Background: an optimization exercise with open tools, aiming at a short achievable clock period and few clock cycles per item. Do not read the settings as production practice. Where RTL was checked, it was by simulation tests only, not by an equivalence proof against the original. Only the layout flow was run in run 1; the RTL was not checked for function there. Power figures rest on the tool's default switching activity, not on a simulated workload.

==> flow/design.v <==
module adder #(parameter N = 32) (
    input  wire [N-1:0] a,
    input  wire [N-1:0] b,
    input  wire         ci,
    output wire [N-1:0] s
);
localparam L = (N > 32) ? 6 : (N > 16) ? 5 : (N > 8) ? 4 : (N > 4) ? 3 : (N > 2) ? 2 : 1;
wire [N-1:0] p = a ^ b;
wire [N-1:0] g = {a[N-1:1] & b[N-1:1], (a[0] & b[0]) | (p[0] & ci)};
genvar k;
generate
    for (k = 0; k < L; k = k + 1) begin : g_lvl
        wire [N-1:0] gi, pi, go, po;
        if (k == 0) begin : g_first
            assign gi = g;
            assign pi = p;
        end else begin : g_next
            assign gi = g_lvl[k-1].go;
            assign pi = g_lvl[k-1].po;
        end
        assign go = gi | (pi & {gi[N-1-(1<<k):0], {(1<<k){1'b0}}});
        assign po = pi & {pi[N-1-(1<<k):0], {(1<<k){1'b0}}};
    end
endgenerate
wire [N-1:0] c = {g_lvl[L-1].go[N-2:0], ci};
assign s = p ^ c;
endmodule
module rfread (
    input  wire [4:0]       sel,
    input  wire [31*32-1:0] regs,
    output wire [31:0]      q
);
wire [32*32-1:0] all = {regs, 32'd0};
assign q = all[sel*32 +: 32];
endmodule
module eqcmp #(parameter N = 32) (
    input  wire [N-1:0] a,
    input  wire [N-1:0] b,
    output wire         eq
);
assign eq = ~|(a ^ b);
endmodule
module addz #(parameter N = 32) (
    input  wire [N-1:0] a,
    input  wire [N-1:0] b,
    output wire         z
);
assign z = ~|((a ^ b) ^ {a[N-2:0] | b[N-2:0], 1'b0});
endmodule
module aluz (
    input  wire [31:0] a,
    input  wire [31:0] b,
    input  wire        sub,
    input  wire        andop,
    input  wire        orop,
    output wire        z
);
wire za, ze;
addz  #(32) u_za (.a(a), .b(b), .z(za));
eqcmp #(32) u_ze (.a(a), .b(b), .eq(ze));
assign z = sub ? ze : andop ? ~|(a & b) : orop ? ~|(a | b) : za;
endmodule
module idxchk (
    input  wire [9:0] a,
    input  wire [9:0] b,
    input  wire [7:0] k,
    output wire       ok
);
wire [9:2] r  = a[9:2] ^ b[9:2] ^ k;
wire       c2 = (a[1] & b[1]) | ((a[1] ^ b[1]) & a[0] & b[0]);
wire [9:3] rk = ~(r[9:3] ^ ((a[8:2] & b[8:2]) | ((a[8:2] | b[8:2]) & r[8:2])));
assign ok = (r[2] == c2) & (&rk);
endmodule
module top_RISCV #(
    parameter n = 10,
    parameter m = 32
)(
    input wire clk,
    input wire rst,
    output wire [n-1:0] addr,
    output wire [m-1:0] write_data,
    output wire memwr,
    input wire [31:0] read_data,
    output wire [31:0] PC,
    input wire [31:0] instr
);
localparam [6:0] OP_R = 7'b0110011, OP_I = 7'b0010011, OP_L = 7'b0000011,
                 OP_S = 7'b0100011, OP_B = 7'b1100011, OP_J = 7'b1101111,
                 OP_JR = 7'b1100111;
reg  [7:0]  fidx;            
reg         v_e;
reg  [31:0] a_e, b_e, sd_e, imm_e;
reg         fa_e, fb_e, fs_e;        
reg         wa_e, wb_e, ws_e;        
reg         q_ab, q_mb, q_wb, q_am, q_aw, q_mw, q_same;   
reg  [4:0]  rd_e;
reg         nbf_e;                   
reg         wen_e, sub_e, and_e, or_e, br_e, bne_e, jal_e, jalr_e, lw_e, sw_e, link_e, alu_e, add_e;
reg  [31:0] npc;             
reg  [31:0] res_m;
reg  [4:0]  rd_m;
reg         wen_m, ld_m;
reg  [31:0] wb_w;            
reg  [9:0]  addr_r;
reg  [31:0] wdata_r;
reg         memwr_r;
reg  [7:0]  ras;             
reg  [31:0] rf [1:31];
assign PC         = {npc[31:10], fidx, npc[1:0]};
assign addr       = addr_r;
assign write_data = wdata_r;
assign memwr      = memwr_r;
wire [31:0] mval = ld_m ? read_data : res_m;
wire [31:0] A  = fa_e ? res_m : wa_e ? wb_w : a_e;
wire [31:0] B  = fb_e ? res_m : wb_e ? wb_w : b_e;
wire [31:0] SD = fs_e ? mval  : ws_e ? wb_w : sd_e;
wire [31:0] sum, tgt;
wire [29:0] link_hi;
adder #(32) u_sum  (.a(A), .b(sub_e ? ~B : B), .ci(sub_e), .s(sum));
adder #(32) u_tgt  (.a(npc), .b(imm_e), .ci(1'b0), .s(tgt));
adder #(30) u_link (.a(npc[31:2]), .b(30'd0), .ci(1'b1), .s(link_hi));
wire [31:0] link = {link_hi, npc[1:0]};
wire [31:0] alu = and_e ? (A & B) : or_e ? (A | B) : sum;
wire [31:0] res_e = link_e ? link : alu;
wire eq_ab, eq_mb, eq_wb, eq_am, eq_aw, eq_mw;
eqcmp #(32) u_eqab (.a(a_e),   .b(b_e),   .eq(eq_ab));
eqcmp #(32) u_eqmb (.a(res_m), .b(b_e),   .eq(eq_mb));
eqcmp #(32) u_eqwb (.a(wb_w),  .b(b_e),   .eq(eq_wb));
eqcmp #(32) u_eqam (.a(a_e),   .b(res_m), .eq(eq_am));
eqcmp #(32) u_eqaw (.a(a_e),   .b(wb_w),  .eq(eq_aw));
eqcmp #(32) u_eqmw (.a(res_m), .b(wb_w),  .eq(eq_mw));
wire eq = (q_ab & eq_ab) | (q_mb & eq_mb) | (q_wb & eq_wb) |
          (q_am & eq_am) | (q_aw & eq_aw) | (q_mw & eq_mw) | q_same;
wire tk = jal_e | (br_e & ((q_ab & (eq_ab ^ bne_e)) | (q_mb & (eq_mb ^ bne_e)) |
                           (q_wb & (eq_wb ^ bne_e)) | (q_am & (eq_am ^ bne_e)) |
                           (q_aw & (eq_aw ^ bne_e)) | (q_mw & (eq_mw ^ bne_e)) |
                           (q_same & ~bne_e)));
wire taken = br_e & (eq ^ bne_e);
wire okT, okN, okR;
idxchk u_okt (.a(npc[9:0]), .b(imm_e[9:0]), .k(fidx), .ok(okT));
eqcmp #(8) u_okn (.a(link[9:2]), .b(fidx), .eq(okN));
wire okR_a, okR_m, okR_w;
idxchk u_okra (.a(a_e[9:0]),   .b(b_e[9:0]), .k(fidx), .ok(okR_a));
idxchk u_okrm (.a(res_m[9:0]), .b(b_e[9:0]), .k(fidx), .ok(okR_m));
idxchk u_okrw (.a(wb_w[9:0]),  .b(b_e[9:0]), .k(fidx), .ok(okR_w));
assign okR = fa_e ? okR_m : wa_e ? okR_w : okR_a;
wire misT = ~okT;
wire misN = ~okN;
wire misR = ~okR;
wire mT = v_e & ~jalr_e & misT;
wire mN = v_e & ~jalr_e & misN;
wire mR = v_e &  jalr_e & misR;
wire e_mis = mR | (tk ? mT : mN);
wire [31:0] e_next = jalr_e ? {sum[31:1], 1'b0} : tk ? tgt : link;
wire [9:0] jp_a, jp_m, jp_w;
adder #(10) u_jpa (.a(a_e[9:0]),   .b(b_e[9:0]), .ci(1'b0), .s(jp_a));
adder #(10) u_jpm (.a(res_m[9:0]), .b(b_e[9:0]), .ci(1'b0), .s(jp_m));
adder #(10) u_jpw (.a(wb_w[9:0]),  .b(b_e[9:0]), .ci(1'b0), .s(jp_w));
wire [7:0]  jt_idx = fa_e ? jp_m[9:2] : wa_e ? jp_w[9:2] : jp_a[9:2];
wire [7:0]  e_idx  = jalr_e ? jt_idx : tk ? tgt[9:2] : link[9:2];
wire z_a, z_m, z_w;
aluz u_za (.a(a_e),   .b(b_e), .sub(sub_e), .andop(and_e), .orop(or_e), .z(z_a));
aluz u_zm (.a(res_m), .b(b_e), .sub(sub_e), .andop(and_e), .orop(or_e), .z(z_m));
aluz u_zw (.a(wb_w),  .b(b_e), .sub(sub_e), .andop(and_e), .orop(or_e), .z(z_w));
wire ezero = fa_e ? z_m : wa_e ? z_w : z_a;
wire [6:0] op  = instr[6:0];
wire [2:0] f3  = instr[14:12];
wire [4:0] rs1 = instr[19:15];
wire [4:0] rs2 = instr[24:20];
wire [4:0] rd  = instr[11:7];
wire is_r    =  op[5] &  op[4];
wire is_i    = ~op[5] &  op[4];
wire is_lw   = ~op[5] & ~op[4];
wire is_sw   = ~op[6] &  op[5] & ~op[4];
wire is_br   =  op[6] & ~op[2];
wire is_jal  =  op[3];
wire is_jalr =  op[2] & ~op[3];
wire wen_d    = (is_r | is_i | is_lw | is_jal | is_jalr) & (rd != 5'd0);
wire useimm_d = is_i | is_lw | is_sw | is_jalr;
wire use2_d   = is_r | is_br;
wire [31:0] imm_i = {{20{instr[31]}}, instr[31:20]};
wire [31:0] imm_s = {{20{instr[31]}}, instr[31:25], instr[11:7]};
wire [31:0] imm_b = {{20{instr[31]}}, instr[7], instr[30:25], instr[11:8], 1'b0};
wire [31:0] imm_j = {{12{instr[31]}}, instr[19:12], instr[20], instr[30:21], 1'b0};
wire [31*32-1:0] rfv;
wire [31:0] rf1, rf2;
rfread u_rf1 (.sel(rs1), .regs(rfv), .q(rf1));
rfread u_rf2 (.sel(rs2), .regs(rfv), .q(rf2));
wire e1 = v_e & wen_e & (rd_e == rs1);
wire e2 = v_e & wen_e & (rd_e == rs2);
wire m1 = wen_m & (rd_m == rs1);
wire m2 = wen_m & (rd_m == rs2);
wire stall = lw_e & ((e1 & ~is_jal) | (e2 & use2_d));
wire [7:0] seq   = fidx + 8'd1;
wire       h_d   = f3[0] ^ (rs1 == rs2);
wire       e_alu = v_e & alu_e & wen_e & nbf_e;
wire       br_ex = e_alu & (((rs2 == 5'd0) & (rd_e == rs1)) | ((rs1 == 5'd0) & (rd_e == rs2)));
wire       br_pt = br_ex ? (ezero ^ f3[0]) : h_d;
wire [9:0] jr_a, jr_mm, jr_w, jr_e;
adder #(10) u_jra (.a(jp_a), .b(imm_i[9:0]), .ci(1'b0), .s(jr_a));
adder #(10) u_jrx (.a(jp_m), .b(imm_i[9:0]), .ci(1'b0), .s(jr_mm));
adder #(10) u_jrw (.a(jp_w), .b(imm_i[9:0]), .ci(1'b0), .s(jr_w));
assign jr_e = fa_e ? jr_mm : wa_e ? jr_w : jr_a;
wire [7:0] jal_t, br_t;
adder #(8) u_jal (.a(fidx), .b(imm_j[9:2]), .ci(1'b0), .s(jal_t));
adder #(8) u_br  (.a(fidx), .b(imm_b[9:2]), .ci(1'b0), .s(br_t));
wire j_e   = e1 & e_alu & add_e;
wire j_r   = ~j_e & (rs1 == 5'd1);
wire s_jal = is_jal;
wire s_br  = is_br & br_pt;
wire s_jre = is_jalr & j_e;
wire s_ras = is_jalr & j_r;
wire s_seq = ~(s_jal | s_br | s_jre | s_ras);
wire [7:0] g_idx    = ({8{s_jal}} & jal_t)     | ({8{s_br}}  & br_t) |
                      ({8{s_jre}} & jr_e[9:2]) | ({8{s_ras}} & ras)  |
                      ({8{s_seq}} & seq);
wire [7:0] idx_next = e_mis ? e_idx : stall ? fidx : g_idx;
always @(posedge clk or posedge rst) begin
    if (rst)
        fidx <= 8'd0;
    else
        fidx <= idx_next;
end
always @(posedge clk or posedge rst) begin
    if (rst)
        v_e <= 1'b0;
    else
        v_e <= ~e_mis & ~stall;
end
always @(posedge clk) begin
    q_ab   <= ~e1 & ~m1 & ~(~useimm_d & (e2 | m2));
    q_mb   <=  e1 & ~(~useimm_d & (e2 | m2));
    q_wb   <= ~e1 &  m1 & ~(~useimm_d & (e2 | m2));
    q_am   <= ~e1 & ~m1 & ~useimm_d & e2;
    q_aw   <= ~e1 & ~m1 & ~useimm_d & ~e2 & m2;
    q_mw   <= (e1 & ~useimm_d & ~e2 & m2) | (~e1 & m1 & ~useimm_d & e2);
    q_same <= (e1 & ~useimm_d & e2) | (~e1 & m1 & ~useimm_d & ~e2 & m2);
    a_e    <= rf1;
    fa_e   <= e1;
    wa_e   <= ~e1 & m1;
    b_e    <= useimm_d ? (is_sw ? imm_s : imm_i) : rf2;
    fb_e   <= ~useimm_d & e2;
    nbf_e  <= useimm_d | (~e2 & ~m2);
    wb_e   <= ~useimm_d & ~e2 & m2;
    sd_e   <= rf2;
    fs_e   <= e2;
    ws_e   <= ~e2 & m2;
    imm_e  <= is_jal ? imm_j : imm_b;
    rd_e   <= rd;
    wen_e  <= wen_d;
    sub_e  <= is_r & (f3 == 3'b000) & instr[30];
    and_e  <= (is_r | is_i) & (f3 == 3'b111);
    or_e   <= (is_r | is_i) & (f3 == 3'b110);
    add_e  <= ~(is_r & instr[30]) & (f3 == 3'b000);
    br_e   <= is_br;
    bne_e  <= f3[0];
    jal_e  <= is_jal;
    jalr_e <= is_jalr;
    lw_e   <= is_lw;
    sw_e   <= is_sw;
    link_e <= is_jal | is_jalr;
    alu_e  <= is_r | is_i;
end
always @(posedge clk or posedge rst) begin
    if (rst) begin
        npc     <= 32'd0;
        wen_m   <= 1'b0;
        memwr_r <= 1'b0;
    end else begin
        if (v_e)
            npc <= e_next;
        wen_m   <= v_e & wen_e;
        memwr_r <= v_e & sw_e;
    end
end
always @(posedge clk) begin
    res_m   <= res_e;
    rd_m    <= rd_e;
    ld_m    <= lw_e;
    addr_r  <= sum[9:0];
    wdata_r <= SD;
    wb_w    <= mval;
end
always @(posedge clk or posedge rst) begin
    if (rst)
        ras <= 8'd0;
    else if (v_e & link_e & (rd_e == 5'd1))
        ras <= link[9:2];
end
genvar gi;
generate
    for (gi = 1; gi < 32; gi = gi + 1) begin : g_rf
        always @(posedge clk or posedge rst) begin
            if (rst)
                rf[gi] <= 32'd0;
            else if (wen_m && rd_m == gi)
                rf[gi] <= mval;
        end
        assign rfv[(gi-1)*32 +: 32] = rf[gi];
    end
endgenerate
endmodule
==> flow/flow/run.sh <==
#!/bin/bash
# Layout flow: the standard ORFS flow (standard.sh) with these changes:
#  - synthesis maps the logic with abc using flow/abc_fast.script, which maps
#    every path for delay (the standard script recovers area on paths abc
#    thinks are short, which is most of the paths from the input ports),
#    without the slow 4-high-stack gates listed in flow/abc_dont_use.txt;
#  - no full/half adder cells (ADDER_MAP_FILE empty): the adders, written as
#    prefix adders in the RTL, go to abc as plain logic;
#  - repair_timing aims at a tighter setup margin than the 5 ns that the
#    settings list allows, so it keeps working down to a ~3.5 ns period;
#  - the port buffers are buf_4 cells (buffer_ports otherwise picks a
#    clock-delay buffer, which repair may only swap for other delay cells).
# Registers, constraints, floorplan, CTS and routing are standard.sh's.
# make's full output goes to flow_make.log here; ORFS keeps each step's log
# under orfs/logs/.
set -euo pipefail
WD=$(pwd)
MARGIN=${FLOW_SETUP_MARGIN:-6.5}
sed "s|@WD@|$WD|g" flow/synth_wrap.tcl > flow_synth.tcl
grep -q 'SYNTH_SCRIPT=[^ ]*synth_recipe.tcl' standard.sh
grep -q '"${@:-finish}"' standard.sh
sed -e "s|SYNTH_SCRIPT=[^ ]*synth_recipe.tcl|SYNTH_SCRIPT=$WD/flow_synth.tcl|" \
    -e "s|\"\${@:-finish}\"|SETUP_SLACK_MARGIN=${MARGIN} ADDER_MAP_FILE= BUFFER_PORTS_ARGS=\"-buffer_cell sky130_fd_sc_hd__buf_4\" \"\${@:-finish}\"|" \
    standard.sh > flow_standard.sh
grep -q "SETUP_SLACK_MARGIN=${MARGIN} ADDER_MAP_FILE=" flow_standard.sh
grep -q "SYNTH_SCRIPT=$WD/flow_synth.tcl" flow_standard.sh
bash flow_standard.sh "$@" > flow_make.log 2>&1
==> flow/flow/abc_dont_use.txt <==
sky130_fd_sc_hd__a2111o_1
sky130_fd_sc_hd__a2111o_2
sky130_fd_sc_hd__a2111o_4
sky130_fd_sc_hd__a2111oi_0
sky130_fd_sc_hd__a2111oi_1
sky130_fd_sc_hd__a2111oi_2
sky130_fd_sc_hd__a2111oi_4
sky130_fd_sc_hd__a41o_1
sky130_fd_sc_hd__a41o_2
sky130_fd_sc_hd__a41o_4
sky130_fd_sc_hd__a41oi_1
sky130_fd_sc_hd__a41oi_2
sky130_fd_sc_hd__a41oi_4
sky130_fd_sc_hd__nor4_1
sky130_fd_sc_hd__nor4_2
sky130_fd_sc_hd__nor4_4
sky130_fd_sc_hd__nor4b_1
sky130_fd_sc_hd__nor4b_2
sky130_fd_sc_hd__nor4b_4
sky130_fd_sc_hd__nor4bb_1
sky130_fd_sc_hd__nor4bb_2
sky130_fd_sc_hd__nor4bb_4
sky130_fd_sc_hd__o2111a_1
sky130_fd_sc_hd__o2111a_2
sky130_fd_sc_hd__o2111a_4
sky130_fd_sc_hd__o2111ai_1
sky130_fd_sc_hd__o2111ai_2
sky130_fd_sc_hd__o2111ai_4
sky130_fd_sc_hd__o41a_1
sky130_fd_sc_hd__o41a_2
sky130_fd_sc_hd__o41a_4
sky130_fd_sc_hd__o41ai_1
sky130_fd_sc_hd__o41ai_2
sky130_fd_sc_hd__o41ai_4
sky130_fd_sc_hd__or4_1
sky130_fd_sc_hd__or4_2
sky130_fd_sc_hd__or4_4
sky130_fd_sc_hd__or4b_1
sky130_fd_sc_hd__or4b_2
sky130_fd_sc_hd__or4b_4
sky130_fd_sc_hd__or4bb_1
sky130_fd_sc_hd__or4bb_2
sky130_fd_sc_hd__or4bb_4
==> flow/flow/abc_fast.script <==
strash
dch -f
map -D 10
buffer -c
topo
stime -c
upsize -c
dnsize -c
==> flow/flow/synth_wrap.tcl <==
# Synthesis wrapper: synth_recipe.tcl (the standard synthesis) with its abc
# call given flow/abc_fast.script and the cells in flow/abc_dont_use.txt
# kept out of the mapping. @WD@ is replaced by the work folder.
proc abc {args} {
  set i [lsearch -exact $args -script]
  if {$i >= 0} { lset args [expr {$i + 1}] @WD@/flow/abc_fast.script }
  set f [open @WD@/flow/abc_dont_use.txt]
  foreach c [split [string trim [read $f]]] {
    if {$c ne ""} { lappend args -dont_use $c }
  }
  close $f
  yosys abc {*}$args
}
source @WD@/synth_recipe.tcl
==> flow/standard.sh <==
#!/bin/bash
# synth_recipe.tcl (not shown) runs the flow's synth.tcl, then flattens the netlist and writes it again
# the make line also repeats each setting of config.mk as NAME=value (left out here)
make -C /OpenROAD-flow-scripts/flow DESIGN_CONFIG=/design/flow/config.mk WORK_HOME=/design/flow/orfs CLKGATE_MAP_FILE= SYNTH_SCRIPT=/design/flow/synth_recipe.tcl "${@:-finish}"
==> flow/config.mk <==
export PLATFORM = sky130hd
export DESIGN_NAME = top_RISCV
export DESIGN_NICKNAME = top_RISCV
export VERILOG_FILES = /design/flow/design.v
export SDC_FILE = /design/flow/constraint.sdc
export NUM_CORES = 8
export LEC_CHECK = 0
export CAP_MARGIN = 20
export CORE_MARGIN = 2
export CORE_UTILIZATION = 40
export SETUP_SLACK_MARGIN = 5
export SLEW_MARGIN = 20
==> flow/constraint.sdc <==
create_clock -name core_clock -period 10.0 [get_ports {clk}]
set_input_delay 2.0000 -clock core_clock [delete_from_list [all_inputs] [get_ports {clk}]]
set_output_delay 2.0000 -clock core_clock [all_outputs]
set_load 0.01 [all_outputs]
==> results.tsv, run 1 <==
metric	value	unit
Distinct cells, synth	90	
fin crit share	38.3	%
Tmin final	3.83	ns
ANT nets after route	0	
CTS clk-pin slew, worst paths	0.06	ns
commonest non-fill, non-tap cell in the layout	nand2_1	
gr ovfl total	0	
Area Overhead vs Synth	14.3	%
Seq pwr share	38.3	%
combinational fraction of design power	39.7	%
critical path arrival	4.56	ns
I/O pins	141	
root buf cell	clkbuf_16	
drt first pass iters	10	
Crit. End Element	flop	
Mapped Nets	11300	
DRC viols	0	
Layout Skew	0.0404	ns
placed cell count	13200	
Nets	10900	
power per cell area	285	nW/um^2
Inserted Clock Buffers	152	
Seq/Total Area, Yosys	39.3	%
Most used DFF post-synth	dfrtp_1	
Clock Sink Count	1302	
outcome	complete, no violations	
htree depth	4	
syn avg cell area	7.11	sq um
count of flip-flops with a built-in enable after synthesis	0	
initial antenna violation count	27	
max_cap viols	0	
#FFs+latches synth	1302	
async set-reset flop share out of synthesis	80.0	%
most frequent cells in the layout	2265 x nand2_1, 2192 x o21ai_0, 1270 x nor2_1	
Slew headroom	9.52	%
RSZ-0062 raised after global routing	true	
vias in the first global route	80700	
clock power share	22.0	%
routed wire length	400000	um
Final Total Pwr	26.0	mW
via density per instance	6.32	
leakage power total	40.1	nW
IO buf count	137	
Vias	86200	
fin worst setup slack	6.17	ns
Worst setup SP type	flop	
final-report max-slew violation count	0	
Max Clock Freq	0.261	GHz
pre-CTS WS	3.97	ns
chip width	450	um
Core Box Area	198000	sq um
peak supply drop	214	uV
first-pass GRT wire length	568000	um
Longest Clk Path Bufs	3	
clk latency of the worst-skew pair	0.85	ns
hpwl dp	249000	um
Post-Layout Inst Area	91000	sq um
Post-Syn Instances	11200	
P_sw	11.5	mW
WP data required	10.73	ns
Warnings, synthesis	2	
GRT Total Usage	37.8	%
final setup vio count	0	
Sw Share	44.4	%
RD Place Congestion	1.04	
HP Class	reg -> reg	
area post-placement	82100	sq um
final cell count without fillers	13600	
crit path max fanout	7	
die height	450	um
critical path class	reg -> reg	
share of cells above drive strength 1	11.4	%
CTS tree	built	
final hold vios	0	
internal power	14.4	mW
FP Rows	163	
Syn Std Cell Area	79600	sq um
Die ar.	203000	sq um
DRT iter0 DRCs	11800	
slew of the pin with the lowest slew margin	1.35	ns
initial core utilization	40.3	%
largest net degree at the start of global routing	167	
WL per Instance	29.3	um
==> stage by stage <==
| stage | hold WS (ns) | utilization [%] | setup TNS (ns) |
|---|---|---|---|
| finish | 0.382 | 46.0 | 0 |
| global route | 0.394 | 46.0 | 0 |
| CTS | 0.383 | 45.3 | 0 |
| detailed placement | 0.371 | 41.5 | 0 |
| global placement | 0.369 | 41.5 | 0 |
| floorplan | 0.324 | - | -6633.07 |
==> cells by family after synthesis <==
logic type                 after synthesis  synth area share, %
adders and majority gates                1               0.0126
xor gates and xnor gates               197                 2.41
other                                    1              0.00471
muxes                                    3               0.0424
buffers and inverters                 1523                 7.66
and+or+nand+nor                       4445                 23.3
AOI/OAI and AO/OA                     3731                 27.3
DFF                                   1302                 39.3
==> power groups by stage <==
stage	logic, mW	registers (mW)	clock network (mW)
2_1_floorplan	6.76	9.07	0
3_3_place_gp	9.37	9.83	0
4_1_cts	9.93	9.81	5.76
6_report	10.3	9.95	5.71
3_5_place_dp	9.50	9.90	0
5_1_grt	11.3	10.2	5.97
==> sequential cells by signal, indices dropped and copies added (netlist names), 5 cells and up <==
signal and cells:
a_e 32, addr_r 10, b_e 32, fidx 8, imm_e 20, npc 31
ras 8, rd_e 5, rd_m 5, res_m 32, rf 992, sd_e 32
wb_w 32, wdata_r 32
==> final cells by class <==
class | instances | area [sq um]
Fill cell | 19800 | 107000
Clock inverter | 42 | 447
Multi-Input combinational cell | 8379 | 44000
Timing Repair inverter | 3 | 25.0
Sequential cell | 1302 | 31500
Timing Repair Buffer | 403 | 4710
Clock buffer | 236 | 4560
Inverter | 610 | 2420
Tap cell | 2640 | 3300
Antenna cell | 33 | 82.6
==> worst max-delay path: stages (launching register included) <==
cell      delay [ns]
dfxtp_1         0.55
inv_1           0.22
nand2_1         0.22
nand2_1         0.24
nand2_1         0.12
nand4_1         0.09
nor2_1          0.19
nand4_1         0.29
o21ai_0         0.28
a31oi_1         0.18
o221ai_2        0.43
nand2_2         0.13
a31oi_4         0.28
buf_6           0.18
a211oi_2        0.06
o21ai_1         0.19
nand2_1         0.07
==> worst paths after layout <==
kind,from,end,slack [ns],cells past startpoint
worst min-delay path,lw_e,ld_m,0.38,0
worst max-delay path,b_e[30],fidx[4],6.17,16
max in group asynchronous,rst,rf[14][0],6.74,4
worst max register to register,b_e[30],fidx[4],6.17,16
worst min register to register,lw_e,ld_m,0.38,0
min in group asynchronous,rst,rf[26][28],1.30,2
==> layer usage <==
metal | global-route usage (%) | vias to the layer above | routed length, um
met5 | 0 | - | 86
met4 | 28.1 | 14 | 34900
met3 | 7.88 | 1437 | 40100
met2 | 59.0 | 5526 | 178000
met1 | 46.0 | 41300 | 147000
li1 | - | 38000 | -
==> synth_stat cells, types with 41 or more instances <==
cell type / count / area [sq um]
a21oi_1: 358 / 1790
a221oi_1: 104 / 911
a22oi_1: 109 / 818
a31oi_1: 128 / 801
a32oi_1: 41 / 359
buf_1: 42 / 158
buf_2: 90 / 450
buf_4: 45 / 338
clkbuf_1: 720 / 2700
dfrtp_1: 1042 / 26100
dfxtp_1: 260 / 5200
inv_1: 529 / 1990
inv_2: 69 / 259
nand2_1: 2308 / 8660
nand3_1: 396 / 1980
nand4_1: 216 / 1350
nor2_1: 1289 / 4840
nor3_1: 75 / 375
o211ai_1: 206 / 1550
o21ai_0: 2248 / 11300
o21ai_1: 60 / 300
o221ai_1: 155 / 1360
o22ai_1: 118 / 738
xor2_1: 163 / 1430
==> repair_timing <==
item	4_1_cts	5_1_grt
hold buffers	0	0
endpoints found under the hold margin	0	0
buffers inserted	58	29
gates cloned	17	14
endpoints found under the setup margin	213	694
gates resized for setup	370	212
pin swaps	40	43
==> inputs of run 2 (changes only) <==
--- a/flow/design.v
+++ b/flow/design.v
@@ -88,6 +88,8 @@
                  OP_S = 7'b0100011, OP_B = 7'b1100011, OP_J = 7'b1101111,
                  OP_JR = 7'b1100111;
 reg  [7:0]  fidx;            
+reg  [7:0]  pc_o;            
+reg  [31:0] pc_xn;           
 reg         v_e;
 reg  [31:0] a_e, b_e, sd_e, imm_e;
 reg         fa_e, fb_e, fs_e;        
@@ -106,7 +108,7 @@
 reg         memwr_r;
 reg  [7:0]  ras;             
 reg  [31:0] rf [1:31];
-assign PC         = {npc[31:10], fidx, npc[1:0]};
+assign PC         = {~pc_xn[31:10], pc_o, ~pc_xn[1:0]};
 assign addr       = addr_r;
 assign write_data = wdata_r;
 assign memwr      = memwr_r;
@@ -194,7 +196,7 @@
 wire [7:0] seq   = fidx + 8'd1;
 wire       h_d   = f3[0] ^ (rs1 == rs2);
 wire       e_alu = v_e & alu_e & wen_e & nbf_e;
-wire       br_ex = e_alu & (((rs2 == 5'd0) & (rd_e == rs1)) | ((rs1 == 5'd0) & (rd_e == rs2)));
+wire       br_ex = e_alu & (rs2 == 5'd0) & (rd_e == rs1);
 wire       br_pt = br_ex ? (ezero ^ f3[0]) : h_d;
 wire [9:0] jr_a, jr_mm, jr_w, jr_e;
 adder #(10) u_jra (.a(jp_a), .b(imm_i[9:0]), .ci(1'b0), .s(jr_a));
@@ -221,6 +223,18 @@
     else
         fidx <= idx_next;
 end
+always @(posedge clk) begin
+    if (rst)
+        pc_o <= 8'd0;
+    else
+        pc_o <= idx_next;
+end
+always @(posedge clk or posedge rst) begin
+    if (rst)
+        pc_xn <= 32'hffffffff;
+    else if (v_e)
+        pc_xn <= ~e_next;
+end
 always @(posedge clk or posedge rst) begin
     if (rst)
         v_e <= 1'b0;
--- a/flow/flow/run.sh
+++ b/flow/flow/run.sh
@@ -8,19 +8,19 @@
 #    prefix adders in the RTL, go to abc as plain logic;
 #  - repair_timing aims at a tighter setup margin than the 5 ns that the
 #    settings list allows, so it keeps working down to a ~3.5 ns period;
-#  - the port buffers are buf_4 cells (buffer_ports otherwise picks a
+#  - the port buffers are buf_8 cells (buffer_ports otherwise picks a
 #    clock-delay buffer, which repair may only swap for other delay cells).
 # Registers, constraints, floorplan, CTS and routing are standard.sh's.
 # make's full output goes to flow_make.log here; ORFS keeps each step's log
 # under orfs/logs/.
 set -euo pipefail
 WD=$(pwd)
-MARGIN=${FLOW_SETUP_MARGIN:-6.5}
+MARGIN=${FLOW_SETUP_MARGIN:-6.8}
 sed "s|@WD@|$WD|g" flow/synth_wrap.tcl > flow_synth.tcl
 grep -q 'SYNTH_SCRIPT=[^ ]*synth_recipe.tcl' standard.sh
 grep -q '"${@:-finish}"' standard.sh
 sed -e "s|SYNTH_SCRIPT=[^ ]*synth_recipe.tcl|SYNTH_SCRIPT=$WD/flow_synth.tcl|" \
-    -e "s|\"\${@:-finish}\"|SETUP_SLACK_MARGIN=${MARGIN} ADDER_MAP_FILE= BUFFER_PORTS_ARGS=\"-buffer_cell sky130_fd_sc_hd__buf_4\" \"\${@:-finish}\"|" \
+    -e "s|\"\${@:-finish}\"|SETUP_SLACK_MARGIN=${MARGIN} ADDER_MAP_FILE= BUFFER_PORTS_ARGS=\"-buffer_cell sky130_fd_sc_hd__buf_8\" \"\${@:-finish}\"|" \
     standard.sh > flow_standard.sh
 grep -q "SETUP_SLACK_MARGIN=${MARGIN} ADDER_MAP_FILE=" flow_standard.sh
 grep -q "SYNTH_SCRIPT=$WD/flow_synth.tcl" flow_standard.sh
==> run 2 against run 1 <==
Net effect: count of clock-buffer cells in the layout fell by 5; register-to-register slack improved by 0.28 ns; critical path depth fell by 14; global-route usage rose by 2.1 points; worst setup slack improved by 0.27 ns; wire length rose by 12%; fmax rose by 7.4%; sequential cell count rose by 33; core utilization rose by 4.4 points; critical endpoint is now PC[18]; largest cell class unchanged.
==> results.tsv, run 2 <==
metric	value	unit
most frequent cells in the layout	2132 x o21ai_0, 2065 x nand2_1, 1375 x nor2_1	
syn avg cell area	7.07	sq um
Sw Share	44.5	%
htree depth	4	
final-report max-slew violation count	0	
pre-CTS WS	4.37	ns
Distinct cells, synth	83	
Tmin final	3.57	ns
outcome	complete, no violations	
reg2reg setup slack	6.45	ns
clock power share	21.2	%
critical path class	reg -> out	
register area	32400	sq um
Area Overhead vs Synth	25.5	%
Worst Hold Path EP	ld_m	
area post-placement	84700	sq um
Core Box Area	202000	sq um
DRC viols	0	
WP data required	8.00	ns
Seq pwr share	36.8	%
count of flip-flops with a built-in enable after synthesis	0	
GRT Total Usage	39.9	%
hpwl dp	255000	um
WL per Instance	31.4	um
CTS tree	built	
#FFs+latches synth	1335	
gr ovfl total	0	
CTS clk-pin slew, worst paths	0.06	ns
internal power	15.6	mW
final core utilization	50.4	%
async set-reset flop share out of synthesis	79.9	%
peak supply drop	210	uV
via density per instance	6.46	
Slew headroom	12.8	%
Post-Layout Inst Area	102000	sq um
Crit. End Element	primary output	
post-synth top area cell	dfrtp_1	
largest net degree at the start of global routing	151	
Synth top cells by count	2381 x o21ai_0, 2180 x nand2_1, 1485 x nor2_1, 1043 x dfrtp_1, 758 x clkbuf_1	
root buf cell	clkbuf_16	
final cell count without fillers	14300	
max_cap viols	0	
RSZ-0062 raised after global routing	true	
final setup vio count	0	
Post-Syn Instances	11500	
fin crit share	35.7	%
Synth top area share	32.2	%
slew of the pin with the lowest slew margin	1.30	ns
share of cells above drive strength 1	18.4	%
cell with the most instances after synthesis	o21ai_0	
leakage power total	44.6	nW
initial antenna violation count	40	
P_sw	12.5	mW
vias in the first global route	83000	
Layout Skew	0.0473	ns
Warnings, synthesis	2	
critical path arrival	1.57	ns
first-pass GRT wire length	600000	um
Max Clock Freq	0.280	GHz
Most used DFF post-synth	dfrtp_1	
hold_sp	lw_e	
combinational fraction of design power	42.0	%
RR Endpoint	pc_o[3]	
Vias	92700	
final hold vios	0	
Seq/Total Area, Yosys	39.6	%
commonest non-fill, non-tap cell in the layout	o21ai_0	
RD Place Congestion	1.03	
placed cell count	13500	
ANT nets after route	0	
Total Negative Setup Slacks	0	ns
crit path max fanout	2	
IO buf count	138	
drt first pass iters	10	
Inserted Clock Buffers	156	
routed wire length	450000	um
clk latency of the worst-skew pair	0.86	ns
initial core utilization	40.1	%
Area contributors post-synth	dfrtp_1 32%, o21ai_0 15%, nand2_1 10%	
Clock Sink Count	1335	
FF-to-FF path depth	18	
reg-to-reg critical path startpoint	wb_w[22]	
DRT iter0 DRCs	15300	
die height	454	um
Worst setup SP type	flop	
fin worst setup slack	6.43	ns
power per cell area	277	nW/um^2
register with the most flip-flops	rf	
max reg flops	992	
Syn Std Cell Area	81000	sq um
Die ar.	206000	sq um
I/O pins	141	
Nets	11600	
HP Class	reg -> reg	
Longest Clk Path Bufs	3	
chip width	454	um
Mapped Nets	11500	
Worst Hold Depth	0	
fill count	19300	
Multi-input gate area	46900	sq um
FP Rows	165	
## run 2: power groups by stage
| stage | registers (mW) | logic [mW] | clock network (mW) |
|---|---|---|---|
| after floorplan | 9.30 | 6.89 | 0 |
| after global placement | 10.0 | 9.86 | 0 |
| after detailed placement | 10.1 | 10.0 | 0 |
| after CTS | 10.1 | 10.8 | 5.98 |
| after global routing | 10.6 | 12.8 | 6.19 |
| final | 10.4 | 11.8 | 5.95 |
## run 2: critical path, stage by stage, from the launching register on
cell and delay [ns]:
dfstp_2 0.55, inv_4 0.05, buf_8 0.11
## run 2: per-layer routing
layer	vias to the layer above	global-route usage, %	routed length (um)
met5	-	0	254
met4	24	26.1	36000
met3	1725	9.26	57400
met2	6996	59.0	188000
met1	44400	52.2	168000
li1	39500	-	-
## run 2: worst max-delay path by stage
| stage | cells past startpoint | endpoint | start |
|---|---|---|---|
| finish | 2 | PC[18] | pc_xn[18] |
| CTS | 2 | PC[12] | pc_xn[12] |
| global route | 19 | pc_o[1] | res_m[30] |
| global placement | 15 | pc_o[6] | instr[20] |
| detailed placement | 15 | pc_o[6] | instr[20] |
| floorplan | 2 | fidx[0] | rst |
## run 2: repair_timing
item | CTS | global route
resized for setup | 839 | 753
pin swaps | 146 | 305
gates cloned | 62 | 76
hold buffers | 0 | 0
setup endpoints to repair | 510 | 705
buffers inserted | 148 | 173
## run 2: logic make-up after synthesis
logic type	synth area share, %
buffers and inverters	7.56
DFF	39.6
adders and majority gates	0.0139
and+or+nand+nor	22.6
xor gates and xnor gates	2.44
AOI/OAI and AO/OA	27.7
## run 2: cell type report
cell class / count / share of cell area, %
clock inverter: 56 / 0.666
clock buffer: 231 / 4.45
tap: 2672 / 3.29
timing repair buffer: 752 / 10.8
inverter: 655 / 2.62
antenna: 42 / 0.103
multi-input combinational: 8584 / 46.1
timing repair inverter: 9 / 0.0800
sequential: 1335 / 31.9
## run 2: per-stage QoR
stage / power [mW] / hold WS, ns
global placement: 19.9 / 0.334
CTS: 26.9 / 0.375
floorplan: 16.2 / 0.331
finish: 28.1 / 0.374
global route: 29.6 / 0.377
detailed placement: 20.1 / 0.331
Testbench counts of run 2, summed over its fixed seeds: cycles 22,016, instrs 21,298.
==> inputs of run 3 (changes only) <==
--- a/flow/design.v
+++ b/flow/design.v
@@ -198,11 +198,9 @@
 wire       e_alu = v_e & alu_e & wen_e & nbf_e;
 wire       br_ex = e_alu & (rs2 == 5'd0) & (rd_e == rs1);
 wire       br_pt = br_ex ? (ezero ^ f3[0]) : h_d;
-wire [9:0] jr_a, jr_mm, jr_w, jr_e;
-adder #(10) u_jra (.a(jp_a), .b(imm_i[9:0]), .ci(1'b0), .s(jr_a));
-adder #(10) u_jrx (.a(jp_m), .b(imm_i[9:0]), .ci(1'b0), .s(jr_mm));
-adder #(10) u_jrw (.a(jp_w), .b(imm_i[9:0]), .ci(1'b0), .s(jr_w));
-assign jr_e = fa_e ? jr_mm : wa_e ? jr_w : jr_a;
+wire [9:0] jp_s = fa_e ? jp_m : wa_e ? jp_w : jp_a;
+wire [9:0] jr_e;
+adder #(10) u_jre (.a(jp_s), .b(imm_i[9:0]), .ci(1'b0), .s(jr_e));
 wire [7:0] jal_t, br_t;
 adder #(8) u_jal (.a(fidx), .b(imm_j[9:2]), .ci(1'b0), .s(jal_t));
 adder #(8) u_br  (.a(fidx), .b(imm_b[9:2]), .ci(1'b0), .s(br_t));
--- a/flow/flow/run.sh
+++ b/flow/flow/run.sh
@@ -8,19 +8,19 @@
 #    prefix adders in the RTL, go to abc as plain logic;
 #  - repair_timing aims at a tighter setup margin than the 5 ns that the
 #    settings list allows, so it keeps working down to a ~3.5 ns period;
-#  - the port buffers are buf_8 cells (buffer_ports otherwise picks a
+#  - the port buffers are buf_4 cells (buffer_ports otherwise picks a
 #    clock-delay buffer, which repair may only swap for other delay cells).
 # Registers, constraints, floorplan, CTS and routing are standard.sh's.
 # make's full output goes to flow_make.log here; ORFS keeps each step's log
 # under orfs/logs/.
 set -euo pipefail
 WD=$(pwd)
-MARGIN=${FLOW_SETUP_MARGIN:-6.8}
+MARGIN=${FLOW_SETUP_MARGIN:-6.7}
 sed "s|@WD@|$WD|g" flow/synth_wrap.tcl > flow_synth.tcl
 grep -q 'SYNTH_SCRIPT=[^ ]*synth_recipe.tcl' standard.sh
 grep -q '"${@:-finish}"' standard.sh
 sed -e "s|SYNTH_SCRIPT=[^ ]*synth_recipe.tcl|SYNTH_SCRIPT=$WD/flow_synth.tcl|" \
-    -e "s|\"\${@:-finish}\"|SETUP_SLACK_MARGIN=${MARGIN} ADDER_MAP_FILE= BUFFER_PORTS_ARGS=\"-buffer_cell sky130_fd_sc_hd__buf_8\" \"\${@:-finish}\"|" \
+    -e "s|\"\${@:-finish}\"|SETUP_SLACK_MARGIN=${MARGIN} ADDER_MAP_FILE= BUFFER_PORTS_ARGS=\"-buffer_cell sky130_fd_sc_hd__buf_4\" \"\${@:-finish}\"|" \
     standard.sh > flow_standard.sh
 grep -q "SETUP_SLACK_MARGIN=${MARGIN} ADDER_MAP_FILE=" flow_standard.sh
 grep -q "SYNTH_SCRIPT=$WD/flow_synth.tcl" flow_standard.sh
==> run 3 against run 2 <==
Net effect: still clean; synthesized area down 3.3%; fmax up 1.0%; hold slack worse by 0.034 ns; via count down 6.9%; combinational power shrank 14%; count of clock-buffer cells in the layout is 10 higher; power shrank 6.0%; register-to-register slack improved by 0.04 ns; sequential power is essentially flat; critical path type unchanged; critical endpoint is now PC[0].
==> results.tsv, run 3 <==
metric	value	unit
outcome	complete, no violations	
WP data required	8.00	ns
ANT nets after route	0	
CP peak stage delay	0.52	ns
max reg flops	992	
largest net degree at the start of global routing	165	
final setup vio count	0	
cell family with most CP delay	flip-flops	
Longest Clk Path Bufs	3	
Nets	10800	
hpwl dp	233000	um
Area Overhead vs Synth	18.9	%
critical path arrival	1.53	ns
#FFs+latches synth	1335	
critical path class	reg -> out	
CTS tree	built	
Sw Share	43.1	%
Post-Syn Instances	10900	
Area contributors post-synth	dfrtp_1 33%, o21ai_0 14%, nand2_1 11%	
register with the most flip-flops	rf	
vias in the first global route	79200	
commonest non-fill, non-tap cell in the layout	nand2_1	
Post-Layout Inst Area	93100	sq um
Slew headroom	15.0	%
Clock Sink Count	1335	
leakage power total	40.8	nW
peak supply drop	174	uV
max_cap viols	0	
final hold slack	0.340	ns
Most used DFF post-synth	dfrtp_1	
placed cell count	13000	
initial antenna violation count	12	
Warnings, synthesis	2	
Vias	86200	
hold_buf cts	0	
CTS clk-pin slew, worst paths	0.06	ns
Worst setup SP type	flop	
Mapped Nets	11000	
die height	446	um
DRC viols	0	
share of cells above drive strength 1	14.2	%
syn avg cell area	7.18	sq um
Layout Skew	0.0434	ns
WL per Instance	29.0	um
final-report max-slew violation count	0	
async set-reset flop share out of synthesis	79.9	%
Cell Chain, Critical Path	inv_2 -> buf_6	
P_sw	11.4	mW
most frequent cells in the layout	2181 x nand2_1, 2129 x o21ai_0, 1172 x nor2_1	
root buf cell	clkbuf_16	
FP Rows	162	
chip width	446	um
IO buf count	138	
via density per instance	6.38	
Distinct cells, synth	77	
routed wire length	392000	um
Die ar.	199000	sq um
post-synth top area cell	dfrtp_1	
internal power	15.0	mW
htree depth	4	
I/O pins	141	
fin crit share	35.3	%
clk latency of the worst-skew pair	0.85	ns
Seq pwr share	38.7	%
Core Box Area	195000	sq um
first-pass GRT wire length	544000	um
final hold vios	0	
RSZ-0062 raised after global routing	true	
GRT Total Usage	37.0	%
Max Clock Freq	0.283	GHz
gr ovfl total	0	
cell with the most instances after synthesis	nand2_1	
drt first pass iters	8	
final cell count without fillers	13500	
initial core utilization	40.2	%
CP Buf/Inv Count	2	
Crit. End Element	primary output	
slew of the pin with the lowest slew margin	1.27	ns
count of flip-flops with a built-in enable after synthesis	0	
Tmin final	3.53	ns
crit path max fanout	2	
Syn Std Cell Area	78300	sq um
RD Place Congestion	1.08	
Final Total Pwr	26.4	mW
area post-placement	80800	sq um
Seq/Total Area, Yosys	41.0	%
Synth top cells by count	2239 x nand2_1, 2187 x o21ai_0, 1231 x nor2_1, 1043 x dfrtp_1, 732 x clkbuf_1	
Inserted Clock Buffers	155	
HP Class	reg -> reg	
combinational fraction of design power	38.7	%
power per cell area	284	nW/um^2
clock power share	22.6	%
Synth top area share	33.3	%
DRT iter0 DRCs	13500	
Slowest cell on crit path	dfstp_2	
## run 3: cell types whose count changed in the layout (fill, tap and decap cells not counted), sizes merged, moves of 76 or more
cell | previous run | this run
o21ai | 2461 | 2277
nor2 | 1533 | 1273
a22oi | 45 | 121
o22ai | 254 | 162
buf | 668 | 462
## run 3: per-stage QoR
stage | TNS, ns | worst slack (ns) | util (%)
after detailed placement | 0 | 4.23 | 41.5
after global placement | 0 | 4.24 | 41.5
after CTS | 0 | 6.42 | 46.2
after global routing | 0 | 6.42 | 47.8
final | 0 | 6.47 | 47.8
after floorplan | -7205.14 | -6.85 | -
## run 3: final cells by class
cell class              count  area, sq um
repair inverters            6         52.6
multi-input cells        8115        42900
fillers                 19000       102000
inverters                 626         2540
well taps                2624         3280
clock buffers             241         4650
flip-flops and latches   1335        32400
diodes                     11         27.5
clock inverters            46          646
repair buffers            503         6570
## run 3: worst paths after layout
kind	slack [ns]	cells past startpoint	end	from
hold reg to reg	0.34	0	ld_m	lw_e
setup reg to reg	6.49	18	npc[30]	a_e[11]
setup / recovery	6.47	2	PC[0]	pc_xn[0]
hold / removal	0.34	0	ld_m	lw_e
max in group asynchronous	6.87	4	rf[18][2]	rst
min in group asynchronous	1.27	2	rf[16][8]	rst
## run 3: power by group through the flow
stage	Clock, mW	Combinational, mW	Sequential, mW
6_report	5.97	10.2	10.2
3_5_place_dp	0	8.90	10.1
3_3_place_gp	0	8.73	9.98
5_1_grt	6.23	11.2	10.5
2_1_floorplan	0	6.31	9.36
4_1_cts	6.02	9.36	10.1
## run 3: per-layer routing
metal | GRT usage (%) | routed length [um]
met5 | 0 | 238
met1 | 47.1 | 146000
met4 | 25.7 | 31700
met2 | 55.2 | 167000
met3 | 8.92 | 46400
## run 3: logic make-up (layout without fill, tap and decap cells)
family	Yosys count	after routing	synth area share, %
xor+xnor	179	179	2.03
simple gates	4175	4184	21.8
compound gates	3752	3752	27.8
other cells	0	11	0
buf+inv	1465	1422	7.35
flops	1335	1335	41.0
## run 3: repair_timing
item,CTS,global route
setup buffers,87,84
cloned,34,26
gates resized for setup,632,423
hold endpoints to repair,0,0
setup endpoints to repair,431,579
pin swaps,49,123
Testbench counts of run 3, summed over its fixed seeds: cycles 22,016, instrs 21,298.
==> inputs of run 4 (changes only) <==
--- a/flow/flow/run.sh
+++ b/flow/flow/run.sh
@@ -15,7 +15,7 @@
 # under orfs/logs/.
 set -euo pipefail
 WD=$(pwd)
-MARGIN=${FLOW_SETUP_MARGIN:-6.7}
+MARGIN=${FLOW_SETUP_MARGIN:-6.8}
 sed "s|@WD@|$WD|g" flow/synth_wrap.tcl > flow_synth.tcl
 grep -q 'SYNTH_SCRIPT=[^ ]*synth_recipe.tcl' standard.sh
 grep -q '"${@:-finish}"' standard.sh
==> run 4 against run 3 <==
Net effect: largest cell class unchanged; register-to-register slack better by 0.02 ns; combinational power up 4%; synthesized cell count unchanged; sequential cell count unchanged; global-route usage up 0.70 points; wire length up 3.3%; clock skew down 0.00052 ns; synthesized area unchanged; worst setup slack worse by 0.032 ns; sequential power about the same; final cell count up 0.73%; die area unchanged; largest power group is now combinational logic.
==> results.tsv, run 4 <==
metric	value	unit
Area contributors post-synth	dfrtp_1 33%, o21ai_0 14%, nand2_1 11%	
met1 Usage GRT	48.0	%
Distinct cells, synth	77	
final-report max-slew violation count	0	
RR Endpoint	pc_o[6]	
pre-CTS WS	4.23	ns
CP Buf/Inv Count	2	
max reg flops	992	
largest net degree at the start of global routing	165	
HP Class	reg -> reg	
clk latency of the worst-skew pair	0.86	ns
syn avg cell area	7.18	sq um
RSZ-0062 raised after global routing	true	
peak supply drop	179	uV
Die ar.	199000	sq um
count of flip-flops with a built-in enable after synthesis	0	
met3 Usage GRT	9.15	%
WL per Instance	29.8	um
hold_buf cts	0	
fill count	18700	
leakage power total	41.8	nW
async set-reset flop share out of synthesis	79.9	%
DRT iter0 DRCs	15200	
Vias	87700	
reg2reg setup slack	6.51	ns
commonest non-fill, non-tap cell in the layout	nand2_1	
fin worst setup slack	6.44	ns
I/O pins	141	
via density per instance	6.44	
Cell Chain, Critical Path	inv_2 -> buf_6	
chip width	446	um
first-pass GRT wire length	553000	um
Max Clock Freq	0.281	GHz
clock power share	22.3	%
busiest grt layer	met2	
CTS tree	built	
Synth top cells by count	2239 x nand2_1, 2187 x o21ai_0, 1231 x nor2_1, 1043 x dfrtp_1, 732 x clkbuf_1	
Worst setup SP type	flop	
hpwl dp	233000	um
cell family with most CP delay	flip-flops	
Longest Clk Path Bufs	3	
initial antenna violation count	24	
Synth top area share	33.3	%
Multi-input gate area	43800	sq um
Most used DFF post-synth	dfrtp_1	
critical path class	reg -> out	
Post-Syn Instances	10900	
DRC viols	0	
Sw Share	43.4	%
FF-to-FF path depth	18	
slew of the pin with the lowest slew margin	1.22	ns
die height	446	um
drt first pass iters	11	
FP Rows	162	
IO buf count	138	
Seq/Total Area, Yosys	41.0	%
routed wire length	405000	um
fin crit share	35.6	%
register area	32400	sq um
GRT Total Usage	37.7	%
Nets	10900	
WP data required	8.00	ns
final setup vio count	0	
Inserted Clock Buffers	155	
CTS clk-pin slew, worst paths	0.06	ns
P_sw	11.6	mW
cell with the most instances after synthesis	nand2_1	
Final Total Pwr	26.8	mW
Slew headroom	18.9	%
Tmin final	3.56	ns
Syn Std Cell Area	78300	sq um
Slowest cell on crit path	dfstp_2	
reg-to-reg critical path startpoint	a_e[17]	
combinational fraction of design power	39.5	%
Mapped Nets	11000	
post-synth top area cell	dfrtp_1	
register with the most flip-flops	rf	
max_cap viols	0	
root buf cell	clkbuf_16	
ANT nets after route	0	
vias in the first global route	80100	
met2 Use GR	55.8	%
hold_sp	lw_e	
crit path max fanout	2	
Warnings, synthesis	2	
#FFs+latches synth	1335	
gr ovfl total	0	
outcome	complete, no violations	
Core Box Area	195000	sq um
Clock Sink Count	1335	
critical path arrival	1.56	ns
internal power	15.2	mW
final hold vios	0	
Seq pwr share	38.2	%
Layout Skew	0.0429	ns
share of cells above drive strength 1	16.2	%
power per cell area	281	nW/um^2
Worst Hold Depth	0	
Crit. End Element	primary output	
Worst Hold Path EP	ld_m	
Area Overhead vs Synth	22.1	%
initial core utilization	40.2	%
htree depth	4	
most frequent cells in the layout	2154 x nand2_1, 2097 x o21ai_0, 1158 x nor2_1	
CP peak stage delay	0.53	ns
RD Place Congestion	1.08	
==> run 4: cell counts after synthesis <==
No cell type changed its count.
==> run 4: per-layer routing <==
metal,vias to the layer above,routed length (um)
li1,37500,-
met1,41900,148000
met2,6682,172000
met3,1578,51700
met4,6,32800
met5,-,132
==> run 4: metrics by stage <==
stage | hold WS, ns | instances | util, % | instance area, sq um | TNS (ns)
floorplan | 0.325 | 10900 | - | 78300 | -7205.14
global placement | 0.331 | 13000 | 41.5 | 80800 | 0
detailed placement | 0.332 | 13000 | 41.5 | 80800 | 0
CTS | 0.340 | 13400 | 46.7 | 91000 | 0
global route | 0.353 | 13600 | 49.1 | 95600 | 0
finish | 0.342 | 13600 | 49.1 | 95600 | 0
==> run 4: power groups by stage <==
stage / Combinational, mW / Sequential, mW / Clock [mW]
floorplan: 6.31 / 9.36 / 0
global placement: 8.73 / 9.98 / 0
detailed placement: 8.90 / 10.1 / 0
CTS: 9.54 / 10.1 / 6.02
global route: 11.5 / 10.5 / 6.23
finish: 10.6 / 10.3 / 5.98
==> run 4: worst reg2reg max path, delay by kind of cell, from the launching register on <==
| kind | cells | cell delay [ns] |
|---|---|---|
| compound gates | 4 | 0.65 |
| buf+inv | 3 | 0.42 |
| flops | 1 | 0.43 |
| simple gates | 11 | 1.93 |
==> run 4: cell type report <==
type / count / share of cell area (%)
diodes: 17 / 0.0445
clock buffers: 241 / 4.86
clock inverters: 46 / 0.675
inverters: 626 / 2.67
multi-input cells: 8115 / 45.8
flip-flops and latches: 1335 / 33.9
well taps: 2624 / 3.43
repair buffers: 592 / 8.47
repair inverters: 9 / 0.0746
==> run 4: how the worst max path moves through the flow <==
stage	startpoint	endpoint	slack [ns]	cells past startpoint
finish	pc_xn[0]	PC[0]	6.44	2
detailed placement	instr[20]	b_e[25]	4.23	13
floorplan	rst	fidx[0]	-6.85	2
CTS	pc_xn[0]	PC[0]	6.42	2
global placement	instr[20]	b_e[25]	4.24	13
global route	pc_xn[0]	PC[0]	6.42	2
==> run 4: logic make-up (layout without fill, tap and decap cells) <==
group / after synthesis / count (layout) / share of synthesized area, %
compound gates: 3752 / 3752 / 27.8
xor+xnor: 179 / 179 / 2.03
other cells: 0 / 17 / 0
flops: 1335 / 1335 / 41.0
simple gates: 4175 / 4184 / 21.8
buf+inv: 1465 / 1514 / 7.35
==> run 4: what timing repair did <==
action,CTS,global route
setup buffers,113,117
gates cloned,46,47
gates resized for setup,780,573
pin swaps,68,216
endpoints found under the setup margin,671,767
==> inputs of run 5 (changes only) <==
--- a/flow/config.mk
+++ b/flow/config.mk
@@ -7,6 +7,6 @@
 export LEC_CHECK = 0
 export CAP_MARGIN = 20
 export CORE_MARGIN = 2
-export CORE_UTILIZATION = 40
+export CORE_UTILIZATION = 35
 export SETUP_SLACK_MARGIN = 5
 export SLEW_MARGIN = 20
==> run 5 against run 4 <==
Net effect: sequential power hardly changed; largest power group unchanged; fmax is 0.27% higher; combinational power hardly changed; clock power is 3% lower; design area is 0.85% higher; still clean; power is 0.17% higher; first-iteration DRC count is 15% lower.
==> results.tsv, run 5 <==
metric	value	unit
pre-CTS WS	3.87	ns
Longest Clk Path Bufs	3	
post-synth top area cell	dfrtp_1	
final-report max-slew violation count	0	
Distinct cells, synth	77	
critical path class	reg -> out	
Slowest cell on crit path	dfstp_2	
Synth top area share	33.3	%
FF-to-FF path depth	19	
Nets	10900	
power per cell area	279	nW/um^2
Cell Chain, Critical Path	inv_4 -> buf_6	
cell family with most CP delay	flip-flops	
clock power share	21.6	%
CP startpoint	pc_xn[0]	
reg2reg setup slack	6.52	ns
Slew headroom	14.2	%
max reg flops	992	
top layer in use	met5	
metal3 WL	51000	um
gr ovfl total	0	
share of cells above drive strength 1	16.6	%
Core Box Area	222000	sq um
Syn Std Cell Area	78300	sq um
CP peak stage delay	0.54	ns
final setup vio count	0	
syn avg cell area	7.18	sq um
RSZ-0062 raised after global routing	true	
Crit. End Element	primary output	
Seq/Total Area, Yosys	41.0	%
CTS tree	built	
max_cap viols	0	
critical path arrival	1.55	ns
crit path max fanout	2	
Synth top cells by count	2239 x nand2_1, 2187 x o21ai_0, 1231 x nor2_1, 1043 x dfrtp_1, 732 x clkbuf_1	
CP Buf/Inv Count	2	
root buf cell	clkbuf_16	
chip width	477	um
fin crit share	35.5	%
Worst Hold Depth	0	
DRT iter0 DRCs	12900	
P_sw	11.9	mW
area post-placement	81300	sq um
fin worst setup slack	6.45	ns
register with the most flip-flops	rf	
vias in the first global route	81300	
Final Total Pwr	26.9	mW
peak supply drop	207	uV
FP Rows	173	
hpwl dp	242000	um
RD Place Congestion	1.00	
cell with the most instances after synthesis	nand2_1	
WP data required	8.00	ns
Total Negative Setup Slacks	0	ns
initial core utilization	35.2	%
Mapped Nets	11000	
Warnings, synthesis	2	
die height	477	um
Post-Syn Instances	10900	
reg-to-reg critical path startpoint	wb_w[25]	
HP Class	reg -> reg	
Tmin final	3.55	ns
combinational fraction of design power	40.1	%
via density per instance	6.31	
register area	32400	sq um
commonest non-fill, non-tap cell in the layout	nand2_1	
RR Endpoint	npc[25]	
final hold vios	0	
internal power	15.0	mW
Post-Layout Inst Area	96400	sq um
Layout Skew	0.0646	ns
WL per Instance	30.4	um
slew of the pin with the lowest slew margin	1.29	ns
largest net degree at the start of global routing	178	
Area Overhead vs Synth	23.2	%
routed wire length	425000	um
CTS clk-pin slew, worst paths	0.06	ns
leakage power total	41.8	nW
ANT nets after route	0	
Setup crit end	PC[0]	
outcome	complete, no violations	
Vias	88100	
hold_buf cts	0	
fill count	22200	
Seq pwr share	38.2	%
drt first pass iters	9	
Worst setup SP type	flop	
Die ar.	228000	sq um
GRT Total Usage	34.2	%
#FFs+latches synth	1335	
initial antenna violation count	16	
count of flip-flops with a built-in enable after synthesis	0	
async set-reset flop share out of synthesis	79.9	%
Max Clock Freq	0.281	GHz
I/O pins	141	
Inserted Clock Buffers	153	
Most used DFF post-synth	dfrtp_1	
first-pass GRT wire length	576000	um
Multi-input gate area	44200	sq um
Clock Sink Count	1335	
clk latency of the worst-skew pair	0.89	ns
critical path depth	2	
IO buf count	138	
Sw Share	44.3	%
Area contributors post-synth	dfrtp_1 33%, o21ai_0 14%, nand2_1 11%	
most frequent cells in the layout	2150 x nand2_1, 2052 x o21ai_0, 1164 x nor2_1	
htree depth	4	
routed length on met1	157000	um
DRC viols	0	
met2 routed WL	179000	um
==> run 5: cell types whose count changed in the layout (fill, tap and decap cells not counted), sizes merged, moves of 3 or more <==
cell      delta
clkbuf       +4
buf         -12
bufinv       -7
clkinv       +5
inv          +5
bufbuf       +6
nand2        -3
clkinvlp     -3
nand3        +3
==> run 5: power by group through the flow <==
stage | Combinational, mW | Sequential, mW | Clock, mW
2_1_floorplan | 6.31 | 9.36 | 0
3_3_place_gp | 8.95 | 9.96 | 0
3_5_place_dp | 9.10 | 10.1 | 0
4_1_cts | 9.85 | 10.1 | 5.83
5_1_grt | 11.7 | 10.5 | 6.04
6_report | 10.8 | 10.3 | 5.82
==> run 5: worst min-delay path by stage <==
stage | start | to
after floorplan | lw_e | ld_m
after global placement | lw_e | ld_m
after detailed placement | lw_e | ld_m
after CTS | lw_e | ld_m
after global routing | lw_e | ld_m
final | lw_e | ld_m
==> run 5: per-layer routing <==
layer  GRT usage [%]  vias up
met5          0.0210        -
li1                -    37500
met4            24.4        8
met1            43.0    42300
met3            8.44     1655
met2            51.1     6591
==> run 5: logic make-up after synthesis <==
family	count (synthesis)	share of synthesized area (%)
and+or+nand+nor	4175	21.8
buffers and inverters	1465	7.35
AOI/OAI and AO/OA	3752	27.8
xor gates and xnor gates	179	2.03
DFF	1335	41.0
==> run 5: through the flow <==
| step | hold slack [ns] | cells | utilization (%) |
|---|---|---|---|
| floorplan | 0.325 | 10900 | - |
| global route | 0.347 | 13900 | 43.4 |
| global placement | 0.338 | 13300 | 36.5 |
| CTS | 0.346 | 13800 | 41.4 |
| detailed placement | 0.338 | 13300 | 36.6 |
| finish | 0.351 | 14000 | 43.4 |
==> run 5: what timing repair did <==
action	4_1_cts	5_1_grt
pin swaps	115	186
setup buffers	140	88
endpoints found under the hold margin	0	0
endpoints found under the setup margin	334	909
resized for setup	861	577
gates cloned	56	59
==> run 5: final cells by class <==
type                       instances  area share [%]
clock inverter                    43           0.494
clock buffer                     236            4.75
sequential                      1335            33.6
tap                             2975            3.86
multi-input combinational       8117            45.8
inverter                         626            2.66
timing repair inverter            12           0.106
antenna                           16          0.0415
timing repair buffer             595            8.67

[what the ideal ports hide]
The flow's constraints put no driver on any port. The routed layouts listed below were extracted and timed again, unchanged, in two steps.
Step 1 (the two cells are an assumption about what drives the block):
set clk [get_ports {clk}]
set_driving_cell -lib_cell sky130_fd_sc_hd__clkbuf_16 $clk
set_driving_cell -lib_cell sky130_fd_sc_hd__buf_2 [delete_from_list [all_inputs] $clk]
Step 2, shift: input delay + t, output delay - t, t = (earliest + latest rising clock arrival at the registers) / 2. This alone moves slack from input paths to output paths.
a / b / c = no drivers / after step 1 / after step 2; a / b = the first two.
run	t, ns	slack for setup (ns)	latest minus earliest clock arrival (ns)	worst data-port slew with drivers (ns)	pins driven straight from the clock port
run 1	0.917	6.167 / 6.074 / 5.157	0.045 / 0.044	0.31	1
run 2	0.932	6.432 / 6.233 / 5.301	0.048 / 0.048	0.40	1
run 3	0.918	6.469 / 6.378 / 5.490	0.045 / 0.044	0.37	1
run 4	0.934	6.437 / 6.340 / 5.521	0.043 / 0.044	0.36	1
run 5	0.950	6.447 / 6.217 / 5.267	0.065 / 0.066	0.55	1
After both steps setup and hold are still met in every run listed. For run 5, which loses most, drivers alone change the setup slack by -0.230 ns; drivers and shift together by -1.180 ns.
